Context: an optimization exercise on an open-source flow, tuned for small area. The choices shown serve that exercise and are no tape-out recipe.
Where RTL was checked, it was by simulation tests only, not by an equivalence proof against the original.
Power figures rest on the tool's default switching activity, not on a simulated workload.

== JK ==
Design sequencer, start of the top module:
module sequencer(
    input  logic CLK100MHZ,
    input  logic rst,
    input  logic BTNU, BTND, BTNL, BTNR, BTNC, CPU_RESETN,
    input  logic SW15,SW14,SW13,SW12,SW11,SW10,SW9,SW8,SW7,SW6,SW5,SW4,SW3,SW2,SW1,SW0,
    output logic [15:0] LED,
    output logic LED16_R,
    output logic LED17_R, LED17_G, LED17_B,
    output logic [7:0] AN,
    output logic DP,CG,CF,CE,CD,CC,CB,CA,
    output logic AUD_PWM,
    output logic AUD_SD
);
localparam logic PLAY = 1'b0, STOP = 1'b1;
localparam logic [1:0] STEP = 2'd0, SETTING_NAME = 2'd1, SETTING_VALUE = 2'd2;
localparam logic [2:0] SIGNAL = 3'd0, NOTE = 3'd5;
localparam logic[7:0] A_SSEG = 8'h77, B_SSEG = 8'h7C, C_SSEG = 8'h39, D_SSEG = 8'h5E,
                      E_SSEG = 8'h79, F_SSEG = 8'h71, G_SSEG = 8'h3D, H_SSEG = 8'h76,
                      I_SSEG = 8'h30, K_SSEG = 8'h75, N_SSEG = 8'h37, L_SSEG = 8'h38,
                      O_SSEG = 8'h3F, P_SSEG = 8'h73, Q_SSEG = 8'h6F, R_SSEG = 8'h33,
                      S_SSEG = 8'h6D, T_SSEG = 8'h78, U_SSEG = 8'h3E, V_SSEG = 8'h3E,
                      Y_SSEG = 8'h6E, DP_SSEG = 8'h80;
localparam logic[7:0] ZERO_SSEG = 8'h3F, ONE_SSEG = 8'h06, TWO_SSEG = 8'h5B, THREE_SSEG = 8'h4F,
  ...
Size: ~1300 cells after synthesis, ~270 flip-flops, about 62 I/O pins, about 12000 sq um of cells after synthesis.
clock: 10.0 ns
lec_check: 0
abc_area: 1
cap_margin: 20
core_area: 10 10 190 190
cts_buf_list: sky130_fd_sc_hd__clkbuf_8
cts_cluster_diameter: 60
cts_cluster_size: 15
die_area: 0 0 200 200
slew_margin: 20
standard.sh (not shown) runs the stock make flow with config.mk's settings and CLKGATE_MAP_FILE= SYNTH_SCRIPT=/design/flow/synth_recipe.tcl, a recipe that flattens the netlist after the stock synthesis.
==> flow/flow/run.sh <==
#!/bin/bash
# Own layout flow: the standard flow (standard.sh: the standard synthesis script and ORFS's
# make targets) with three changes:
# - ABC maps the combinational logic for area (resyn2 twice, &deepsyn, &dch -f, &nf) instead of ORFS's
#   area script (dch; map -B 0.9; buffer).  It runs after the flip-flops are mapped, so the registers,
#   their names and cells are the standard synthesis's.
# - the port buffers are sky130_fd_sc_hd__buf_1 (buffer_ports would pick a larger cell);
# - clock tree synthesis uses the standard arguments, clkbuf_8 buffers, clusters of at most
#   15 sinks, and no dummy loads.
# Every tool's output goes to the ORFS logs under orfs/logs and to make_finish.log here.
set -euo pipefail
work=$(pwd)
rm -rf "$work/scripts_local"
cp -r "$FLOW_HOME/scripts" "$work/scripts_local"
cat > "$work/scripts_local/abc_area.script" <<'ABC'
strash
balance; rewrite; refactor; balance; rewrite; rewrite -z; balance; refactor -z; rewrite -z; balance
balance; rewrite; refactor; balance; rewrite; rewrite -z; balance; refactor -z; rewrite -z; balance
&get -n
&deepsyn -T 30
&dch -f
&nf -R 1000
&put
topo
ABC
bash standard.sh \
  "SCRIPTS_DIR=$work/scripts_local" \
  "BUFFER_PORTS_ARGS=-buffer_cell sky130_fd_sc_hd__buf_1" \
  "CTS_ARGS=-sink_clustering_enable -repair_clock_nets -dont_use_dummy_load -sink_clustering_size 15 -sink_clustering_max_diameter 60 -buf_list sky130_fd_sc_hd__clkbuf_8" \
  finish > make_finish.log 2>&1
Edits applied to the flow inputs when going from JK to MS:
diff --git a/flow/design.v b/flow/design.v
--- a/flow/design.v
+++ b/flow/design.v
@@ -375,19 +375,18 @@
 logic [3:0] audioStepState;
 wire [3:0] audioStepInc;
 ha_chain #(4) u_astep(.a(audioStepState), .ci(tempoTick & playing), .s(audioStepInc), .co());
 always_ff @(posedge CLK100MHZ)
   if (rst) audioStepState <= 4'd0;
   else     audioStepState <= audioStepInc;
 logic [3:0] menuStepState;
 logic [2:0] menuHorizontalState;
 logic [1:0] menuVerticalState;
-logic [15:0] sigArr;      
 wire inValue = (menuVerticalState == SETTING_VALUE);
 logic [4:0] curNote;      
 wire noteWr = inValue && (menuHorizontalState == NOTE) && (LEFT ^ RIGHT);
 wire [4:0] noteT = curNote ^ {5{~RIGHT}};
 wire [4:0] noteU;
 ha_chain #(5) u_note(.a(noteT), .ci(1'b1), .s(noteU), .co());
 wire [4:0] noteNew = noteU ^ {5{~RIGHT}};
 wire inStep = (menuVerticalState == STEP);
 wire stepDec = inStep & LEFT;
@@ -432,40 +431,67 @@
         if (RIGHT)     menuHorizontalState <= hNext(menuHorizontalState);
         else if (LEFT) menuHorizontalState <= hPrev(menuHorizontalState);
       end
       default: begin
         if (UP) menuVerticalState <= SETTING_NAME;
       end
     endcase
   end
 end
-genvar gs;
-generate
-  for (gs = 0; gs < 16; gs = gs + 1) begin : g_step
-    always_ff @(posedge CLK100MHZ)
-      if (rst) sigArr[gs] <= gs[0];
-      else if (sigTgl && (4'd15 - menuStepState) == gs) sigArr[gs] <= ~sigArr[gs];
-  end
-endgenerate
 logic [4:0] ring [0:15];
+logic [15:0] sring;       
 logic curNoteValid;
 logic ringClr;
 logic [4:0] audNote;
 wire [3:0] ringStep = refresh[3:0];
 wire hitM = (ringStep == menuStepState);
 wire hitA = (ringStep == audioStepState);
 wire [4:0] ringOut = ringClr ? 5'd3 : ring[0];
 wire ownM = hitM & curNoteValid;
 wire [4:0] ringIn = ownM ? (noteWr ? noteNew : curNote) : ringOut;
 wire stepMove = inStep & (LEFT | RIGHT);
 always_ff @(posedge CLK100MHZ) begin
   for (int k = 0; k < 15; k = k + 1) ring[k] <= ring[k+1];
   ring[15] <= ringIn;
+  sring <= {sIn, sring[15:1]};
+end
+logic sigW, sigWValid, sigM, sigA, sigN, hitAq;
+wire [3:0] stepW = ~menuStepState;                  
+wire hitW = (ringStep == stepW);
+wire sOut = ringClr ? ringStep[0] : sring[0];       
+wire ownW = hitW & sigWValid;
+wire sigWNext = sigW ^ sigTgl;
+wire sIn = ownW ? sigWNext : sOut;
+wire [3:0] audioStepP1;
+ha_chain #(4) u_astep1(.a(audioStepState), .ci(1'b1), .s(audioStepP1), .co());
+wire tglA = sigTgl & (stepW == audioStepState);
+wire tglN = sigTgl & (stepW == audioStepP1);
+wire stepAdvance = tempoTick & playing;
+always_ff @(posedge CLK100MHZ) begin
+  hitAq <= hitA;           
+  if (rst) begin
+    sigW      <= 1'b1;     
+    sigWValid <= 1'b1;
+    sigM      <= 1'b0;     
+    sigA      <= 1'b0;     
+    sigN      <= 1'b1;     
+  end
+  else begin
+    if (sigTgl) sigW <= sigWNext;
+    else if (hitW & ~sigWValid) sigW <= sOut;
+    if (stepMove) sigWValid <= 1'b0;
+    else if (hitW) sigWValid <= 1'b1;
+    if (hitM) sigM <= sOut;
+    if (stepAdvance) sigA <= sigN ^ tglN;
+    else sigA <= sigA ^ tglA;
+    if (hitAq) sigN <= sIn;
+    else sigN <= sigN ^ tglN;
+  end
 end
 always_ff @(posedge CLK100MHZ) begin
   if (rst) begin
     ringClr      <= 1'b1;
     curNote      <= 5'd3;
     curNoteValid <= 1'b1;
     audNote      <= 5'd3;
   end
   else begin
@@ -494,19 +520,19 @@
       SETTING_NAME: begin
         dispHi <= {1'b1, menuHorizontalState};
         dispLo <= 5'd0;
       end
       default: begin
         if (menuHorizontalState == NOTE) begin
           if (curNote < 5'd12) dispLo <= curNote + 5'd1;
         end
         else if (menuHorizontalState == SIGNAL)
-          dispLo <= sigArr[menuStepState] ? 5'd14 : 5'd13;
+          dispLo <= sigM ? 5'd14 : 5'd13;
       end
     endcase
   end
 end
 logic [2:0] sel;
 logic [7:0] seg;
 assign sel = refresh[7:5];
 disp_dec u_dec(.sel(sel), .hi(dispHi), .lo(dispLo), .seg(seg));
 assign AN = ~(8'd1 << sel);
@@ -570,19 +596,19 @@
   end
   else begin
     phaseLo <= phaseLoSum;
     phaseCy <= {phaseCy[2:0], phaseLoCo};
     phaseHi <= phaseHiSum;
   end
 end
 logic [2:0] sigDly, enDly;
 always_ff @(posedge CLK100MHZ) begin
-  sigDly <= {sigDly[1:0], sigArr[audioStepState]};
+  sigDly <= {sigDly[1:0], sigA};
   enDly  <= {enDly[1] , enDly[0] & ~reset, soundOn & playing};
 end
 function automatic logic [14:0] qsin(input logic [5:0] j);
   case (j)
     6'd0: qsin = 15'd0;
     6'd1: qsin = 15'd706;
     6'd2: qsin = 15'd1413;
     6'd3: qsin = 15'd2119;
     6'd4: qsin = 15'd2823;
==> notes.md <==
MS ended with less instance count of the mapped netlist than JK.
MS vs. JK: time the final worst path needs with I/O delays and setup went down by 77 ps.
Looking at met3 routed wirelength, MS sits about 20% above JK.
Compared to JK, the routing of MS uses less wire.
Diff JK -> MS: layout sequential cell count picked up an extra 6, worst vdd rail ir drop has increased.
Only the layout flow was run in MS; the RTL was not checked for function there.


== ember ==
sequencer, a different RTL version from the one above (not shown whole).
Size in the first run: ~260 flip-flops.
// sequencer
module sequencer(
    input  logic CLK100MHZ,
    input  logic rst,
    input  logic BTNU, BTND, BTNL, BTNR, BTNC, CPU_RESETN,
    input  logic SW15,SW14,SW13,SW12,SW11,SW10,SW9,SW8,SW7,SW6,SW5,SW4,SW3,SW2,SW1,SW0,
    output logic [15:0] LED,
    output logic LED16_R,
    output logic LED17_R, LED17_G, LED17_B,
    output logic [7:0] AN,
    output logic DP,CG,CF,CE,CD,CC,CB,CA,
    output logic AUD_PWM,
    output logic AUD_SD
);
Settings: LEC_CHECK=0, ABC_AREA=1, CAP_MARGIN=20, CORE_AREA=10 10 320 320, DIE_AREA=0 0 330 330, SLEW_MARGIN=20; clock period 10.0 ns.
run.sh (not shown) runs the stock make flow with config.mk's settings and CLKGATE_MAP_FILE= SYNTH_SCRIPT=/design/flow/synth_recipe.tcl, a recipe that flattens the netlist after the stock synthesis.
Stock flow here: none of the scripts above is used.
Input changes introduced in raven (baseline for comparison: ember):
--- a/flow/design.v
+++ b/flow/design.v
@@ -40,28 +40,21 @@
 logic [5:0] db;
 logic [1:0] wcnt [0:5];
 logic [5:0] dn;
 logic [5:0] pulse;
 genvar gb;
 generate
   for (gb = 0; gb < 6; gb = gb + 1) begin : g_btn
-    wire d = btn_in[gb] ^ db[gb];
+    wire d  = (btn_in[gb] ^ db[gb]) & ~rst;
+    wire c1 = wcnt[gb][1];
+    wire c0 = wcnt[gb][0];
     always_ff @(posedge CLK100MHZ) begin
-      if (rst) begin
-        db[gb]   <= 1'b0;
-        wcnt[gb] <= 2'd0;
-      end
-      else if (!d)
-        wcnt[gb] <= 2'd0;
-      else if (wcnt[gb] == 2'd0)
-        wcnt[gb] <= 2'd1;
-      else if (tick0) begin
-        wcnt[gb] <= wcnt[gb] + 2'd1;
-        if (wcnt[gb] == 2'd3) db[gb] <= ~db[gb];
-      end
+      wcnt[gb][1] <= d & (c1 ^ (tick0 & c0));
+      wcnt[gb][0] <= d & (~(c1 | c0) | (c0 ^ tick0));
+      db[gb]      <= ~rst & (db[gb] ^ (d & tick0 & c1 & c0));
     end
     always_ff @(posedge CLK100MHZ)
       if (tick0) dn[gb] <= ~db[gb];
     assign pulse[gb] = db[gb] & dn[gb] & tick9;
   end
 endgenerate
 wire UP = pulse[0], DOWN = pulse[1], LEFT = pulse[2], RIGHT = pulse[3];
@@ -99,23 +92,22 @@
 ha_chain #(4) u_astep(.a(audioStepState), .ci(tempoTick & playing), .s(audioStepInc), .co());
 always_ff @(posedge CLK100MHZ)
   if (rst) audioStepState <= 4'd0;
   else     audioStepState <= audioStepInc;
 logic [3:0] menuStepState;
 logic [2:0] menuHorizontalState;
 logic [1:0] menuVerticalState;
-logic [4:0] noteIndex [0:15];
 logic [15:0] sigArr;      
 wire inValue = (menuVerticalState == SETTING_VALUE);
-wire [4:0] curNote = noteIndex[menuStepState];
+logic [4:0] curNote;      
 wire noteWr = inValue && (menuHorizontalState == NOTE) && (LEFT ^ RIGHT);
 wire [4:0] noteT = curNote ^ {5{~RIGHT}};
 wire [4:0] noteU;
 ha_chain #(5) u_note(.a(noteT), .ci(1'b1), .s(noteU), .co());
-wire [4:0] noteWData = rst ? 5'd3 : (noteU ^ {5{~RIGHT}});
+wire [4:0] noteNew = noteU ^ {5{~RIGHT}};
 wire inStep = (menuVerticalState == STEP);
 wire stepDec = inStep & LEFT;
 wire [3:0] stepT = menuStepState ^ {4{stepDec}};
 wire [3:0] stepU;
 ha_chain #(4) u_step(.a(stepT), .ci(inStep & (LEFT | RIGHT)), .s(stepU), .co());
 wire [3:0] stepNext = stepU ^ {4{stepDec}};
 wire sigTgl = inValue && (menuHorizontalState == SIGNAL) && (UP ^ DOWN);
@@ -143,20 +135,50 @@
     endcase
   end
 end
 genvar gs;
 generate
   for (gs = 0; gs < 16; gs = gs + 1) begin : g_step
     always_ff @(posedge CLK100MHZ)
-      if (rst || (noteWr && menuStepState == gs)) noteIndex[gs] <= noteWData;
-    always_ff @(posedge CLK100MHZ)
       if (rst) sigArr[gs] <= gs[0];
       else if (sigTgl && (4'd15 - menuStepState) == gs) sigArr[gs] <= ~sigArr[gs];
   end
 endgenerate
+logic [4:0] ring [0:15];
+logic curNoteValid;
+logic ringClr;
+logic [4:0] audNote;
+wire [3:0] ringStep = refresh[3:0];
+wire hitM = (ringStep == menuStepState);
+wire hitA = (ringStep == audioStepState);
+wire [4:0] ringOut = ringClr ? 5'd3 : ring[0];
+wire ownM = hitM & curNoteValid;
+wire [4:0] ringIn = ownM ? (noteWr ? noteNew : curNote) : ringOut;
+wire stepMove = inStep & (LEFT | RIGHT);
+always_ff @(posedge CLK100MHZ) begin
+  for (int k = 0; k < 15; k = k + 1) ring[k] <= ring[k+1];
+  ring[15] <= ringIn;
+end
+always_ff @(posedge CLK100MHZ) begin
+  if (rst) begin
+    ringClr      <= 1'b1;
+    curNote      <= 5'd3;
+    curNoteValid <= 1'b1;
+    audNote      <= 5'd3;
+  end
+  else begin
+    if (ringStep == 4'd15) ringClr <= 1'b0;
+    if (noteWr) curNote <= noteNew;
+    else if (hitM & ~curNoteValid) curNote <= ringOut;
+    if (stepMove) curNoteValid <= 1'b0;
+    else if (hitM) curNoteValid <= 1'b1;
+    if (hitA) audNote <= ringIn;
+    else if (noteWr && menuStepState == audioStepState) audNote <= noteNew;
+  end
+end
 logic [3:0] dispHi;
 logic [4:0] dispLo;
 always_ff @(posedge CLK100MHZ) begin
   if (rst) begin
     dispHi <= 4'd0;
     dispLo <= 5'd0;
   end
@@ -356,15 +378,14 @@
   else if (c == 4'd9) fccwOf = 19'd7946;
   else if (c == 4'd10) fccwOf = 19'd8418;
   else if (c == 4'd11) fccwOf = 19'd8919;
   else if (c == 4'd15) fccwOf = 19'd514724;
 endfunction
 logic [3:0] fcode;       
 logic [3:0] fcodeLag;    
-wire [4:0] audNote = noteIndex[audioStepState];
 always_ff @(posedge CLK100MHZ) begin
   if (rst) begin
     fcode    <= 4'd14;
     fcodeLag <= 4'd14;
   end
   else begin
     if (tempoTick)
==> notes.md <==
raven vs ember: multi-input combinational gate total down in raven. The post-synthesis sequential area ratio was comparable across ember and raven. Taking ember as the reference, in raven synthesized-area fraction occupied by and/or/nand/nor cells lost 1.1 points; time the final worst path needs with I/O delays and setup went up 200 ps; count of clock-buffer cells in the layout rose 5; setup slack decreased 200 ps. Between ember and raven, the average cell area after synthesis figures differ only marginally. raven reports a lower sequential cell area than ember does. On detailed router's first-iteration violation count: raven sits below ember.
No functional check of the RTL was part of any run of this note.

static timing again, ports no longer ideal:
The flow's constraints put no driver on any port. The routed layouts listed below were extracted and timed again, unchanged, in two steps. Step 1, drivers: a clkbuf_16 drives CLK100MHZ and a buf_2 each remaining input, both assumed. Step 2 moves the port delays by t, midway between the first and last clock arrival at a register: inputs arrive t later, outputs are due t later. That takes back most of the time a late clock gives input paths. Slacks: no drivers / after step 1 / after step 2; pairs: no drivers / after step 1.
run	t, ns	setup WS [ns]	hold slack, ns	slew at the worst register clock pin (ns)
JK	0.576	0.596 / 0.596 / 0.596	0.305 / 0.305 / 0.305	0.09 / 0.09
MS	0.554	0.674 / 0.674 / 0.674	0.309 / 0.309 / 0.309	0.10 / 0.10
ember	0.627	0.991 / 0.991 / 0.991	0.332 / 0.332 / 0.332	0.07 / 0.07
raven	0.621	0.795 / 0.795 / 0.795	0.324 / 0.324 / 0.324	0.07 / 0.07
After both steps setup and hold are still met in every run listed.
